Source: an optimization exercise on an open RTL-to-GDS flow (aim: small area). Production flows keep margins and buffers that such runs may drop. In this exercise RTL edits were held to simulation tests only and were not proved equivalent to the original. No driver is modelled on the clock port, so clocking that relies on it looks cheaper here than on a real chip. Power figures rest on the tool's default switching activity, not on a simulated workload.

==> flow/design.v <==
`default_nettype none
`timescale 1ns/1ns
module wb_drv_config #(
        parameter [31:0]    BASE_ADDRESS        = 32'h0300_0000,
        parameter [31:0]    DELAY_SYNC_ADDRESS  = BASE_ADDRESS,
        parameter [31:0]    DELAY_P_ADDRESS     = BASE_ADDRESS+1,
        parameter [31:0]    DELAY_N_ADDRESS     = BASE_ADDRESS+2,
        parameter [31:0]    DRV_CURRENT         = BASE_ADDRESS+3
    ) (
        input wire      clk,
        input wire      reset,
        input wire          i_wb_cyc,        
        input wire          i_wb_stb,        
        input wire          i_wb_we,         
        input wire [31:0]   i_wb_addr,       
        input wire [31:0]   i_wb_data,       
        output reg          o_wb_ack,        
        output wire         o_wb_stall,      
        output wire [31:0]  o_wb_data,       
        output reg [15:0]   o_del_sync,      
        output reg [15:0]   o_del_sync_inv,  
        output reg [15:0]   o_del_p,         
        output reg [15:0]   o_del_p_inv,     
        output reg [15:0]   o_del_n,         
        output reg [15:0]   o_del_n_inv,     
        output reg [31:0]   o_current       
    );
    assign o_wb_stall = 0;
    localparam CONSEC = (DELAY_SYNC_ADDRESS[1:0] == 2'd0) &&
                        (DELAY_P_ADDRESS == DELAY_SYNC_ADDRESS + 1) &&
                        (DELAY_N_ADDRESS == DELAY_SYNC_ADDRESS + 2) &&
                        (DRV_CURRENT     == DELAY_SYNC_ADDRESS + 3);
    wire [3:0] w, h, l;
    wire       ack_d;        
    wire [3:0] rd_hot;       
    wire [15:0] d_inv;       
    wire        d_c0;        
    genvar i;
    generate if (CONSEC) begin : g_fast
        localparam [31:0] B = DELAY_SYNC_ADDRESS;
        wire [7:0] ne;
        for (i = 0; i < 7; i = i + 1) begin : g_ne
            wb_drv_config_ne4 #(.K(B[2+4*i +: 4])) u_ne (.x(i_wb_addr[2+4*i +: 4]), .y(ne[i]));
        end
        wb_drv_config_ne2 #(.K(B[31:30])) u_ne_hi (.x(i_wb_addr[31:30]), .y(ne[7]));
        wire y0, y1, hit;
        wb_drv_config_or4  u_y0  (.a(ne[0]), .b(ne[1]), .c(ne[2]), .d(ne[3]), .y(y0));
        wb_drv_config_or4  u_y1  (.a(ne[4]), .b(ne[5]), .c(ne[6]), .d(ne[7]), .y(y1));
        wb_drv_config_nor2 u_hit (.a(y0), .b(y1), .y(hit));
        wire rstn, wr_ok, wa;
        wb_drv_config_inv   u_rstn  (.a(reset), .y(rstn));
        wb_drv_config_and3b u_ack   (.a_n(reset), .b(hit), .c(i_wb_stb), .y(ack_d));
        wb_drv_config_and4b u_wr    (.a_n(reset), .b(i_wb_stb), .c(i_wb_cyc), .d(i_wb_we), .y(wr_ok));
        wb_drv_config_and2  u_wa    (.a(hit), .b(wr_ok), .y(wa));
        wire a1 = i_wb_addr[1];
        wire a0 = i_wb_addr[0];
        wire a1n, a0n;
        wire [3:0] wn;
        wb_drv_config_inv   u_a1n (.a(a1), .y(a1n));
        wb_drv_config_inv   u_a0n (.a(a0), .y(a0n));
        wb_drv_config_nand3 u_w0 (.a(a1n), .b(a0n), .c(wa), .y(wn[0]));
        wb_drv_config_nand3 u_w1 (.a(a1n), .b(a0),  .c(wa), .y(wn[1]));
        wb_drv_config_nand3 u_w2 (.a(a1),  .b(a0n), .c(wa), .y(wn[2]));
        wb_drv_config_nand3 u_w3 (.a(a1),  .b(a0),  .c(wa), .y(wn[3]));
        for (i = 0; i < 4; i = i + 1) begin : g_hl
            wb_drv_config_inv   u_w (.a(wn[i]), .y(w[i]));
            wb_drv_config_nand2 u_l (.a(wn[i]), .b(rstn), .y(l[i]));
            wb_drv_config_inv   u_h (.a(l[i]), .y(h[i]));
        end
        for (i = 0; i < 16; i = i + 1) begin : g_dinv
            wb_drv_config_nand2 u_d (.a(i_wb_data[16+i]), .b(rstn), .y(d_inv[i]));
        end
        wb_drv_config_or2 u_d_c0 (.a(i_wb_data[0]), .b(reset), .y(d_c0));
        reg [1:0] rd_sel;
        always @(posedge clk)
            rd_sel <= i_wb_addr[1:0];
        wire r1n, r0n;
        wire [3:0] sn;
        wb_drv_config_inv   u_r1n (.a(rd_sel[1]), .y(r1n));
        wb_drv_config_inv   u_r0n (.a(rd_sel[0]), .y(r0n));
        wb_drv_config_nand2 u_s0 (.a(r1n), .b(r0n), .y(sn[0]));
        wb_drv_config_nand2 u_s1 (.a(r1n), .b(rd_sel[0]), .y(sn[1]));
        wb_drv_config_nand2 u_s2 (.a(rd_sel[1]), .b(r0n), .y(sn[2]));
        wb_drv_config_nand2 u_s3 (.a(rd_sel[1]), .b(rd_sel[0]), .y(sn[3]));
        for (i = 0; i < 4; i = i + 1) begin : g_s
            wb_drv_config_inv u_s (.a(sn[i]), .y(rd_hot[i]));
        end
    end else begin : g_any
        wire [3:0] hit_k = {i_wb_addr == DRV_CURRENT, i_wb_addr == DELAY_N_ADDRESS,
                            i_wb_addr == DELAY_P_ADDRESS, i_wb_addr == DELAY_SYNC_ADDRESS};
        wire wr = i_wb_stb & i_wb_cyc & i_wb_we;
        assign w = hit_k & {4{wr & ~reset}};
        assign h = ~((hit_k & {4{wr}}) | {4{reset}});
        assign l = ~h;
        assign ack_d = i_wb_stb & (|hit_k) & ~reset;
        assign d_inv = ~i_wb_data[31:16] | {16{reset}};
        assign d_c0 = i_wb_data[0] | reset;
        reg [3:0] rd_q;
        always @(posedge clk)
            rd_q <= hit_k[3] ? 4'b1000 : hit_k[2] ? 4'b0100 : hit_k[1] ? 4'b0010 : 4'b0001;
        assign rd_hot = rd_q;
    end endgenerate
    wire [15:0] nx_sync, nx_sync_inv, nx_p, nx_p_inv, nx_n, nx_n_inv;
    wire [31:0] nx_cur;
    wire [31:0] d_cur = {i_wb_data[31:1], d_c0};
    wire [31:0] w_cur = {{31{w[3]}}, l[3]};
    generate for (i = 0; i < 16; i = i + 1) begin : g_del
        wb_drv_config_ao22 u_sync     (.a1(o_del_sync[i]),     .a2(h[0]), .b1(i_wb_data[i]), .b2(w[0]), .x(nx_sync[i]));
        wb_drv_config_ao22 u_sync_inv (.a1(o_del_sync_inv[i]), .a2(h[0]), .b1(d_inv[i]),     .b2(l[0]), .x(nx_sync_inv[i]));
        wb_drv_config_ao22 u_p        (.a1(o_del_p[i]),        .a2(h[1]), .b1(i_wb_data[i]), .b2(w[1]), .x(nx_p[i]));
        wb_drv_config_ao22 u_p_inv    (.a1(o_del_p_inv[i]),    .a2(h[1]), .b1(d_inv[i]),     .b2(l[1]), .x(nx_p_inv[i]));
        wb_drv_config_ao22 u_n        (.a1(o_del_n[i]),        .a2(h[2]), .b1(i_wb_data[i]), .b2(w[2]), .x(nx_n[i]));
        wb_drv_config_ao22 u_n_inv    (.a1(o_del_n_inv[i]),    .a2(h[2]), .b1(d_inv[i]),     .b2(l[2]), .x(nx_n_inv[i]));
    end
    for (i = 0; i < 32; i = i + 1) begin : g_cur
        wb_drv_config_ao22 u_cur      (.a1(o_current[i]),      .a2(h[3]), .b1(d_cur[i]),     .b2(w_cur[i]), .x(nx_cur[i]));
    end endgenerate
    always @(posedge clk) begin
        o_del_sync     <= nx_sync;
        o_del_sync_inv <= nx_sync_inv;
        o_del_p        <= nx_p;
        o_del_p_inv    <= nx_p_inv;
        o_del_n        <= nx_n;
        o_del_n_inv    <= nx_n_inv;
        o_current      <= nx_cur;
    end
    wire [31:0] rd_sync = {o_del_sync, o_del_sync_inv};
    wire [31:0] rd_p    = {o_del_p, o_del_p_inv};
    wire [31:0] rd_n    = {o_del_n, o_del_n_inv};
    generate for (i = 0; i < 32; i = i + 1) begin : g_rd
        wire n012, n3;
        wb_drv_config_aoi222 u_aoi (.s(rd_hot[2:0]), .d({rd_n[i], rd_p[i], rd_sync[i]}), .y(n012));
        wb_drv_config_nand2  u_n3  (.a(rd_hot[3]), .b(o_current[i]), .y(n3));
        wb_drv_config_nand2  u_x   (.a(n012), .b(n3), .y(o_wb_data[i]));
    end endgenerate
    always @(posedge clk)
        o_wb_ack <= ack_d;
endmodule
module wb_drv_config_ao22 (input wire a1, input wire a2, input wire b1, input wire b2, output wire x);
    assign x = (a1 & a2) | (b1 & b2);
endmodule
module wb_drv_config_aoi222 (input wire [2:0] s, input wire [2:0] d, output wire y);
    assign y = ~|(s & d);
endmodule
module wb_drv_config_ne4 #(parameter [3:0] K = 4'd0) (input wire [3:0] x, output wire y);
    assign y = (x != K);
endmodule
module wb_drv_config_ne2 #(parameter [1:0] K = 2'd0) (input wire [1:0] x, output wire y);
    assign y = (x != K);
endmodule
module wb_drv_config_inv (input wire a, output wire y);
    assign y = ~a;
endmodule
module wb_drv_config_nand2 (input wire a, input wire b, output wire y);
    assign y = ~(a & b);
endmodule
module wb_drv_config_nor2 (input wire a, input wire b, output wire y);
    assign y = ~(a | b);
endmodule
module wb_drv_config_and2 (input wire a, input wire b, output wire y);
    assign y = a & b;
endmodule
module wb_drv_config_or2 (input wire a, input wire b, output wire y);
    assign y = a | b;
endmodule
module wb_drv_config_nand3 (input wire a, input wire b, input wire c, output wire y);
    assign y = ~(a & b & c);
endmodule
module wb_drv_config_and3b (input wire a_n, input wire b, input wire c, output wire y);
    assign y = ~a_n & b & c;
endmodule
module wb_drv_config_or4 (input wire a, input wire b, input wire c, input wire d, output wire y);
    assign y = a | b | c | d;
endmodule
module wb_drv_config_and4b (input wire a_n, input wire b, input wire c, input wire d, output wire y);
    assign y = ~a_n & b & c & d;
endmodule
export LEC_CHECK = 0
export CAP_MARGIN = 20
export CORE_MARGIN = 2
export CORE_UTILIZATION = 60
export SLEW_MARGIN = 20
export SYNTH_HIERARCHICAL = 1
create_clock -name core_clock -period 10.0 [get_ports {clk}]
standard.sh (not shown) runs the stock make flow with config.mk's settings and CLKGATE_MAP_FILE= SYNTH_SCRIPT=/design/flow/synth_recipe.tcl, a recipe that flattens the netlist after the stock synthesis.
==> flow/flow/run.sh <==
#!/bin/bash
# The standard layout, with changes that only pick other cells:
# - inverters with a fanout of 8 or more become inv_2 before placement
#   (same area as inv_1, more drive; flow/prep.tcl);
# - the port buffers that buffer_ports inserts are the smallest buffer cell
#   instead of the default clkdlybuf4s50_1;
# - clock tree synthesis builds the tree from clkbuf_4 and adds no dummy
#   loads; afterwards any clock buffer whose flip-flops see a clock slew over
#   100 ps (placement estimate) is upsized (flow/clkfix.tcl).
set -euo pipefail
export RES_DIR="$PWD/orfs/results/$FLOW_PLATFORM/wb_drv_config/base"
export BUFFER_PORTS_ARGS="-buffer_cell sky130_fd_sc_hd__buf_1"
export CTS_ARGS="-sink_clustering_enable -repair_clock_nets -buf_list {sky130_fd_sc_hd__clkbuf_4} -dont_use_dummy_load"
bash standard.sh floorplan > standard_floorplan.log 2>&1
openroad -no_init -exit flow/prep.tcl > prep.log 2>&1
bash standard.sh cts > standard_cts.log 2>&1
export CLK_SLEW_TARGET=0.100
openroad -no_init -exit flow/clkfix.tcl > clkfix.log 2>&1
bash standard.sh > standard_finish.log 2>&1
==> flow/flow/prep.tcl <==
# Before placement: inverters that drive many loads use the inv_2 variant,
# which has the same area as inv_1 and twice its drive.
set res $::env(RES_DIR)
read_liberty $::env(FLOW_HOME)/platforms/$::env(FLOW_PLATFORM)/lib/sky130_fd_sc_hd__tt_025C_1v80.lib
read_db $res/2_floorplan.odb
set n 0
foreach inst [get_cells *] {
  if {[get_property $inst ref_name] ne "sky130_fd_sc_hd__inv_1"} continue
  set out [get_pins -of_objects $inst -filter "direction==output"]
  set fo [llength [get_pins -of_objects [get_nets -of_objects $out] -filter "direction==input"]]
  if {$fo >= 8} {
    replace_cell $inst sky130_fd_sc_hd__inv_2
    puts "inv_2 for [get_full_name $inst] (fanout $fo)"
    incr n
  }
}
puts "$n inverters changed to inv_2"
write_db $res/2_floorplan.odb
Other scripts of this flow, unchanged in this note and not shown: flow/flow/clkfix.tcl
The baseline finished clean.
==> next run, changes <==
==> flow/flow/run.sh (replaced) <==
#!/bin/bash
# The standard layout, with changes that only pick smaller cells:
# - the port buffers that buffer_ports inserts are the smallest buffer cell
#   instead of the default clkdlybuf4s50_1;
# - clock tree synthesis builds the tree from clkbuf_4 and adds no dummy
#   loads; afterwards any clock buffer whose flip-flops see a clock slew over
#   100 ps (placement estimate) is upsized (flow/clkfix.tcl).
set -euo pipefail
export BUFFER_PORTS_ARGS="-buffer_cell sky130_fd_sc_hd__buf_1"
export CTS_ARGS="-sink_clustering_enable -repair_clock_nets -buf_list {sky130_fd_sc_hd__clkbuf_4} -dont_use_dummy_load"
bash standard.sh cts > standard_cts.log 2>&1
export RES_DIR="$PWD/orfs/results/$FLOW_PLATFORM/wb_drv_config/base"
export CLK_SLEW_TARGET=0.100
openroad -no_init -exit flow/clkfix.tcl > clkfix.log 2>&1
bash standard.sh > standard_finish.log 2>&1
- CORE_UTILIZATION: 60 -> 75
removed: flow/flow/prep.tcl
=> With this change the flow never finished: it broke off in global placement. Synthesized cell count stays the same. Area after synthesis is unchanged.
==> next run, changes <==
==> flow/flow/run.sh (replaced) <==
#!/bin/bash
# The standard layout, with changes that only pick other cells:
# - inverters with a fanout of 8 or more become inv_2 before placement
#   (same area as inv_1, more drive; flow/prep.tcl);
# - the port buffers that buffer_ports inserts are the smallest buffer cell
#   instead of the default clkdlybuf4s50_1;
# - clock tree synthesis builds the tree from clkbuf_4 and adds no dummy
#   loads; afterwards any clock buffer whose flip-flops see a clock slew over
#   100 ps (placement estimate) is upsized (flow/clkfix.tcl).
set -euo pipefail
export RES_DIR="$PWD/orfs/results/$FLOW_PLATFORM/wb_drv_config/base"
export BUFFER_PORTS_ARGS="-buffer_cell sky130_fd_sc_hd__buf_1"
export CTS_ARGS="-sink_clustering_enable -repair_clock_nets -buf_list {sky130_fd_sc_hd__clkbuf_4} -dont_use_dummy_load"
bash standard.sh floorplan > standard_floorplan.log 2>&1
openroad -no_init -exit flow/prep.tcl > prep.log 2>&1
bash standard.sh cts > standard_cts.log 2>&1
export CLK_SLEW_TARGET=0.100
openroad -no_init -exit flow/clkfix.tcl > clkfix.log 2>&1
bash standard.sh > standard_finish.log 2>&1
==> flow/flow/prep.tcl (new file) <==
# Before placement: inverters that drive many loads use the inv_2 variant,
# which has the same area as inv_1 and twice its drive.
set res $::env(RES_DIR)
read_liberty $::env(FLOW_HOME)/platforms/$::env(FLOW_PLATFORM)/lib/sky130_fd_sc_hd__tt_025C_1v80.lib
read_db $res/2_floorplan.odb
set n 0
foreach inst [get_cells *] {
  if {[get_property $inst ref_name] ne "sky130_fd_sc_hd__inv_1"} continue
  set out [get_pins -of_objects $inst -filter "direction==output"]
  set fo [llength [get_pins -of_objects [get_nets -of_objects $out] -filter "direction==input"]]
  if {$fo >= 8} {
    replace_cell $inst sky130_fd_sc_hd__inv_2
    puts "inv_2 for [get_full_name $inst] (fanout $fo)"
    incr n
  }
}
puts "$n inverters changed to inv_2"
write_db $res/2_floorplan.odb
- CORE_UTILIZATION: 75 -> 60
- GPL_ROUTABILITY_DRIVEN: default -> 0
- GPL_TIMING_DRIVEN: default -> 0
The changed run passed the timing, DRC and antenna checks.
Area after synthesis is unchanged.
Synthesized cell count is unchanged.
==> next run, changes <==
==> flow/flow/run.sh (replaced) <==
#!/bin/bash
# The standard layout, with changes that only pick smaller cells:
# - the port buffers that buffer_ports inserts are the smallest buffer cell
#   instead of the default clkdlybuf4s50_1;
# - clock tree synthesis builds the tree from clkbuf_4 and adds no dummy
#   loads; afterwards any clock buffer whose flip-flops see a clock slew over
#   100 ps (placement estimate) is upsized (flow/clkfix.tcl).
set -euo pipefail
export BUFFER_PORTS_ARGS="-buffer_cell sky130_fd_sc_hd__buf_1"
export CTS_ARGS="-sink_clustering_enable -repair_clock_nets -buf_list {sky130_fd_sc_hd__clkbuf_4} -dont_use_dummy_load"
bash standard.sh cts > standard_cts.log 2>&1
export RES_DIR="$PWD/orfs/results/$FLOW_PLATFORM/wb_drv_config/base"
export CLK_SLEW_TARGET=0.100
openroad -no_init -exit flow/clkfix.tcl > clkfix.log 2>&1
bash standard.sh > standard_finish.log 2>&1
- GPL_ROUTABILITY_DRIVEN: 0 -> default
- GPL_TIMING_DRIVEN: 0 -> default
removed: flow/flow/prep.tcl
The changed run went through all stages and came out clean.
Design area grows by 0.35%.
Cell count does not change.
Power increases by 0.36%.
Via count drops by 1.7%.
Global-route usage is about the same.
Utilization grows by 0.27 points.
==> next run, changes <==
- CORE_UTILIZATION: 60 -> 40
Outcome: The changed run passed the timing, DRC and antenna checks. Hold slack improved by 5.5 ps. Via count fell by 0.87%. Area after synthesis does not change. Wire length is higher by 9.4%. Sequential power is about the same. Non-clock buffer count rose by 4. Cell count rose by 6.3%. Core utilization decreases by 27 points. Global-route usage shrinks by 10 points.

## re-timing with driven ports
How much do the figures lean on ideal ports? The routed layouts below were timed once more, with nothing changed but the port constraints. Step 1 (the two cells are an assumption about what drives the block):
set clk [get_ports {clk}]
set_driving_cell -lib_cell sky130_fd_sc_hd__clkbuf_16 $clk
set_driving_cell -lib_cell sky130_fd_sc_hd__buf_2 [delete_from_list [all_inputs] $clk]
Step 2 also shifts input and output timing later by t, the mid clock arrival at the registers, as if the neighbouring blocks saw the same clock. Three values: ideal ports, drivers, drivers and shift; two values: the first two.
| run | t, ns | setup WS [ns] | worst setup path after step 2 | clock arrival spread, ns | worst register clock-pin slew, ns |
|---|---|---|---|---|---|
| the first run | 0.518 | 5.295 / 5.306 / 4.788 | input to register | 0.023 / 0.023 | 0.09 / 0.09 |
| the third run | 0.518 | 5.323 / 5.333 / 4.815 | input to register | 0.031 / 0.031 | 0.10 / 0.10 |
| the fourth run | 0.534 | 5.222 / 5.230 / 4.696 | input to register | 0.028 / 0.029 | 0.10 / 0.10 |
| the fifth run | 0.552 | 5.242 / 5.254 / 4.702 | input to register | 0.032 / 0.032 | 0.10 / 0.10 |
After both steps setup and hold are still met in every run listed. For the fifth run, which loses most, drivers alone change the setup slack by +0.012 ns; drivers and shift together by -0.540 ns.
